Context: an optimization exercise on an open-source flow, tuned for small area. The choices shown serve that exercise and are no tape-out recipe. In this exercise RTL edits were held to simulation tests only and were not proved equivalent to the original.

==> v8 <==
==> flow/design.v (excerpt) <==
module demodulate (
    input  wire               clk,
    input  wire               rst_n,
    input  wire               valid_in,
    input  wire signed [31:0] real_in,
    input  wire signed [31:0] imag_in,
    output reg                valid_out,
    output wire signed [31:0] demod_out
);
    reg [13:0] a, b;
    wire [13:0] c = real_in[13:0];
    wire [13:0] d = imag_in[13:0];
    always @(posedge clk or negedge rst_n)
        if (!rst_n) begin a <= 14'd0; b <= 14'd0; end
        else if (valid_in) begin a <= c; b <= d; end
  wire eaone1 = a[0] ^ 1'b0;
  wire eatwo2 = (a[1] & ~a[0] & ~1'b0) | (~a[1] & a[0] & 1'b0);
  wire eaone3 = a[2] ^ a[1];
  wire eatwo4 = (a[3] & ~a[2] & ~a[1]) | (~a[3] & a[2] & a[1]);
  wire eaone5 = a[4] ^ a[3];
  wire eatwo6 = (a[5] & ~a[4] & ~a[3]) | (~a[5] & a[4] & a[3]);
  wire eaone7 = a[6] ^ a[5];
  wire eatwo8 = (a[7] & ~a[6] & ~a[5]) | (~a[7] & a[6] & a[5]);
  wire eaone9 = a[8] ^ a[7];
  wire eatwo10 = (a[9] & ~a[8] & ~a[7]) | (~a[9] & a[8] & a[7]);
  wire eaone11 = a[10] ^ a[9];
  wire eatwo12 = (a[11] & ~a[10] & ~a[9]) | (~a[11] & a[10] & a[9]);
  wire eaone13 = a[12] ^ a[11];
  wire eatwo14 = (a[13] & ~a[12] & ~a[11]) | (~a[13] & a[12] & a[11]);
  wire ebone15 = b[0] ^ 1'b0;
  wire ebtwo16 = (b[1] & ~b[0] & ~1'b0) | (~b[1] & b[0] & 1'b0);
  wire ebone17 = b[2] ^ b[1];
  wire ebtwo18 = (b[3] & ~b[2] & ~b[1]) | (~b[3] & b[2] & b[1]);
  wire ebone19 = b[4] ^ b[3];
  wire ebtwo20 = (b[5] & ~b[4] & ~b[3]) | (~b[5] & b[4] & b[3]);
  wire ebone21 = b[6] ^ b[5];
  wire ebtwo22 = (b[7] & ~b[6] & ~b[5]) | (~b[7] & b[6] & b[5]);
  wire ebone23 = b[8] ^ b[7];
  wire ebtwo24 = (b[9] & ~b[8] & ~b[7]) | (~b[9] & b[8] & b[7]);
  wire ebone25 = b[10] ^ b[9];
  wire ebtwo26 = (b[11] & ~b[10] & ~b[9]) | (~b[11] & b[10] & b[9]);
  wire ebone27 = b[12] ^ b[11];
  wire ebtwo28 = (b[13] & ~b[12] & ~b[11]) | (~b[13] & b[12] & b[11]);
  wire nac = a[13] ^ c[13];
  wire nbd = b[13] ^ d[13];
  wire nad = a[13] ^ d[13];
  wire nbc = ~(b[13] ^ c[13]);
  wire ng29 = a[1];
  wire pp30 = (eaone1 & c[0]) ^ ng29;
  wire pp31 = ((eaone1 & c[1]) | (eatwo2 & c[0])) ^ ng29;
  wire pp32 = ((eaone1 & c[2]) | (eatwo2 & c[1])) ^ ng29;
  ...
clock: 10.0 ns
lec_check: 0
abc_area: 1
cap_margin: 20
core_margin: 2
core_utilization: 40
slew_margin: 20
standard.sh (not shown) runs the stock make flow with config.mk's settings and CLKGATE_MAP_FILE= SYNTH_SCRIPT=/design/flow/synth_recipe.tcl, a recipe that flattens the netlist after the stock synthesis.
==> flow/flow/run.sh <==
#!/bin/bash
# Own flow: the standard synthesis; then flow/invopt.py removes inverters around
# full adders and xor gates (a full adder is self-dual); then flow/resyn.sh lets ABC remap
# the stage-1 logic without those inverters; then the standard layout of that netlist.
# Registers, their names and cell types are unchanged.
set -euo pipefail
W=$(pwd)
R=$W/orfs/results/$FLOW_PLATFORM/demodulate/base
bash standard.sh synth > "$W/flow_synth.log" 2>&1
cp "$R/1_2_yosys.v" "$W/1_2_yosys.standard.v"
python3 "$W/flow/invopt.py" "$W/1_2_yosys.standard.v" "$W/1_2_yosys.invopt.v" > "$W/flow_invopt.log" 2>&1
bash "$W/flow/resyn.sh" "$W/1_2_yosys.invopt.v" "$W/1_2_yosys.resyn.v" "$W/flow_resyn" > "$W/flow_resyn_sh.log" 2>&1
cp "$W/1_2_yosys.resyn.v" "$R/1_2_yosys.v"
rm -f "$R/1_synth.odb" "$R/1_synth.sdc"
bash standard.sh > "$W/flow_layout.log" 2>&1
==> flow/flow/dont_use.txt <==
sky130_fd_sc_hd__buf_1
sky130_fd_sc_hd__buf_4
sky130_fd_sc_hd__conb_1
sky130_fd_sc_hd__fill_1
sky130_fd_sc_hd__fill_2
sky130_fd_sc_hd__fill_4
sky130_fd_sc_hd__fill_8
sky130_fd_sc_hd__lpflow_bleeder_1
sky130_fd_sc_hd__lpflow_clkbufkapwr_1
sky130_fd_sc_hd__lpflow_clkbufkapwr_16
sky130_fd_sc_hd__lpflow_clkbufkapwr_2
sky130_fd_sc_hd__lpflow_clkbufkapwr_4
sky130_fd_sc_hd__lpflow_clkbufkapwr_8
sky130_fd_sc_hd__lpflow_clkinvkapwr_1
sky130_fd_sc_hd__lpflow_clkinvkapwr_16
sky130_fd_sc_hd__lpflow_clkinvkapwr_2
sky130_fd_sc_hd__lpflow_clkinvkapwr_4
sky130_fd_sc_hd__lpflow_clkinvkapwr_8
sky130_fd_sc_hd__lpflow_decapkapwr_12
sky130_fd_sc_hd__lpflow_decapkapwr_3
sky130_fd_sc_hd__lpflow_decapkapwr_4
sky130_fd_sc_hd__lpflow_decapkapwr_6
sky130_fd_sc_hd__lpflow_decapkapwr_8
sky130_fd_sc_hd__lpflow_inputiso0n_1
sky130_fd_sc_hd__lpflow_inputiso0p_1
sky130_fd_sc_hd__lpflow_inputiso1n_1
sky130_fd_sc_hd__lpflow_inputiso1p_1
sky130_fd_sc_hd__lpflow_inputisolatch_1
sky130_fd_sc_hd__lpflow_isobufsrc_1
sky130_fd_sc_hd__lpflow_isobufsrc_16
sky130_fd_sc_hd__lpflow_isobufsrc_2
sky130_fd_sc_hd__lpflow_isobufsrc_4
sky130_fd_sc_hd__lpflow_isobufsrc_8
sky130_fd_sc_hd__lpflow_isobufsrckapwr_16
sky130_fd_sc_hd__lpflow_lsbuf_lh_hl_isowell_tap_1
sky130_fd_sc_hd__lpflow_lsbuf_lh_hl_isowell_tap_2
sky130_fd_sc_hd__lpflow_lsbuf_lh_hl_isowell_tap_4
sky130_fd_sc_hd__lpflow_lsbuf_lh_isowell_4
sky130_fd_sc_hd__lpflow_lsbuf_lh_isowell_tap_1
sky130_fd_sc_hd__lpflow_lsbuf_lh_isowell_tap_2
sky130_fd_sc_hd__lpflow_lsbuf_lh_isowell_tap_4
sky130_fd_sc_hd__probe_p_8
sky130_fd_sc_hd__probec_p_8
==> flow/flow/resyn.abc <==
strash
dch -f
map
topo
==> flow/flow/resyn.sh <==
#!/bin/bash
# resyn.sh in.v out.v log : remap with ABC (flow/resyn.abc) the combinational logic in the
# input cone of registers r1/i1 (stage 1), after invopt.py removed inverters there.
# Full adders, half adders and registers are kept as they are (same instances and names).
set -euo pipefail
DIR=$(cd "$(dirname "$0")" && pwd)
LIB=$FLOW_HOME/platforms/sky130hd/lib/sky130_fd_sc_hd__tt_025C_1v80.lib
YOSYS=${YOSYS_EXE:-$FLOW_HOME/../tools/install/yosys/bin/yosys}
DU=""
for c in $(cat "$DIR/dont_use.txt"); do DU="$DU -dont_use $c"; done
KEEP=$(grep -o '^ *sky130_fd_sc_hd__\(fa\|ha\|df\|conb\|edf\|sdf\)[a-z0-9_]*' "$1" | sort -u | tr '\n' ' ')
FF=$(grep -o '^ *sky130_fd_sc_hd__\(df\|edf\|sdf\)[a-z0-9_]*' "$1" | sort -u | tr '\n' ',' | sed 's/ //g; s/,$//')
KEEPSEL=""
for k in $KEEP; do KEEPSEL="$KEEPSEL t:$k"; done
cat > "$3.ys" <<E2
read_liberty -ignore_miss_func $LIB
read_verilog $1
hierarchy -top demodulate
cd demodulate
select -set cone c:r1* c:i1* %u %ci1:+sky130_fd_sc_hd__dfxtp_1[D] %ci*:-$FF
setattr -set keep_hierarchy 1 * @cone %d
setattr -set keep_hierarchy 1 $KEEPSEL
cd ..
flatten
opt_clean
cd demodulate
abc -liberty $LIB $DU -script $DIR/resyn.abc t:\$_*
opt_clean -purge
hilomap -singleton -hicell sky130_fd_sc_hd__conb_1 HI -locell sky130_fd_sc_hd__conb_1 LO
splitnets
opt_clean -purge
insbuf -buf sky130_fd_sc_hd__buf_4 A X
opt_clean -purge
cd ..
select demodulate
write_verilog -noattr -noexpr -nohex -nodec -selected $2
E2
"$YOSYS" -l "$3.log" -s "$3.ys" > /dev/null
Other scripts of this flow, unchanged in this note and not shown: flow/flow/invopt.py
==> inputs of v18, as changes to v8 <==
==> flow/flow/run.sh (replaced) <==
#!/bin/bash
# Own flow: the standard synthesis, then flow/invopt.py removes inverters around
# full adders and xor gates (a full adder is self-dual), then the standard layout
# of the modified netlist. Registers, their names and cell types are unchanged.
set -euo pipefail
W=$(pwd)
R=$W/orfs/results/$FLOW_PLATFORM/demodulate/base
bash standard.sh synth > "$W/flow_synth.log" 2>&1
cp "$R/1_2_yosys.v" "$W/1_2_yosys.standard.v"
python3 "$W/flow/invopt.py" "$W/1_2_yosys.standard.v" "$W/1_2_yosys.invopt.v" > "$W/flow_invopt.log" 2>&1
cp "$W/1_2_yosys.invopt.v" "$R/1_2_yosys.v"
rm -f "$R/1_synth.odb" "$R/1_synth.sdc"
bash standard.sh > "$W/flow_layout.log" 2>&1
--- a/flow/config.mk
+++ b/flow/config.mk
@@ -8,5 +8,7 @@
 export ABC_AREA = 1
-export CAP_MARGIN = 20
+export CAP_MARGIN = 10
 export CORE_MARGIN = 2
 export CORE_UTILIZATION = 40
-export SLEW_MARGIN = 20
+export CTS_CLUSTER_DIAMETER = 100
+export CTS_CLUSTER_SIZE = 24
+export SLEW_MARGIN = 10
removed: flow/flow/dont_use.txt
removed: flow/flow/resyn.abc
removed: flow/flow/resyn.sh
==> comparison <==
Between v18 and v8, the lower maximum frequency is in v18 (gap 0.50%, measured against v8). Hold slack: v8 is lower than v18 (12 ps). Die area: v8 is smaller than v18 (1.3%). Worst setup slack: v18 is worse than v8 (45 ps). Cell area: v8 is larger than v18 (about 1.4%). Of v18 and v8, v8 has the higher core utilization (gap 1.3 points). Against v8, the clock-buffer cell count of v18 is lower by 26.
==> figures <==
quantity                                                                  v8             v18
DIE HEIGHT                                                       302 microns     304 microns
Tap cell count                                                         1,165           1,176
Final standard cell utilization of the core                            44.4%           43.1%
Number of multi-input logic gates                                      3,173           3,149
Proportion of cell area occupied by multi-input gates                  73.9%           74.5%
Overall routed net length                                    100,000 microns  98,700 microns
Capturing point of the worst reg2reg path                           rem7[10]        rem4[17]
Mean instance size in the synthesized netlist                     9.18 sq um      8.97 sq um
Dpl cells                                                              5,145           5,135
Flip-flop and latch share of the layout cell area                      12.3%           12.4%
Clk tree area frac                                                     2.50%           1.51%
Via/cell ratio                                                          5.48            5.44
Diodes inserted                                                            0               1
Status                                              timing/DRC/antenna clean  timing/DRC/antenna clean
Area of the mapped netlist                                      0.0355 sq mm    0.0360 sq mm
Worst Path Class, Setup                                           reg -> reg       in -> reg

==> afterwards: timing with drivers on the ports <==
How much do the figures lean on ideal ports? The routed layouts below were timed once more, with nothing changed but the port constraints.
Step 1: set_driving_cell puts a clkbuf_16 on clk and a buf_2 on each other input, an assumption about the parent block.
Step 2 moves the port delays by t, midway between the first and last clock arrival at a register: inputs arrive t later, outputs are due t later. That takes back most of the time a late clock gives input paths.
Three values: ideal, step 1, step 2; two values: the first two.
| run | t, ns | setup WS [ns] | latest minus earliest clock arrival (ns) | slew at the worst register clock pin (ns) |
|---|---|---|---|---|
| v8 | 0.661 | 1.174 / 1.174 / 0.710 | 0.047 / 0.046 | 0.07 / 0.07 |
| v18 | 0.611 | 1.130 / 1.173 / 0.562 | 0.023 / 0.023 | 0.09 / 0.09 |
After both steps setup and hold are still met in every run listed. The setup slack of v18, which loses most, moves by +0.043 ns with the drivers and by -0.568 ns with both steps.
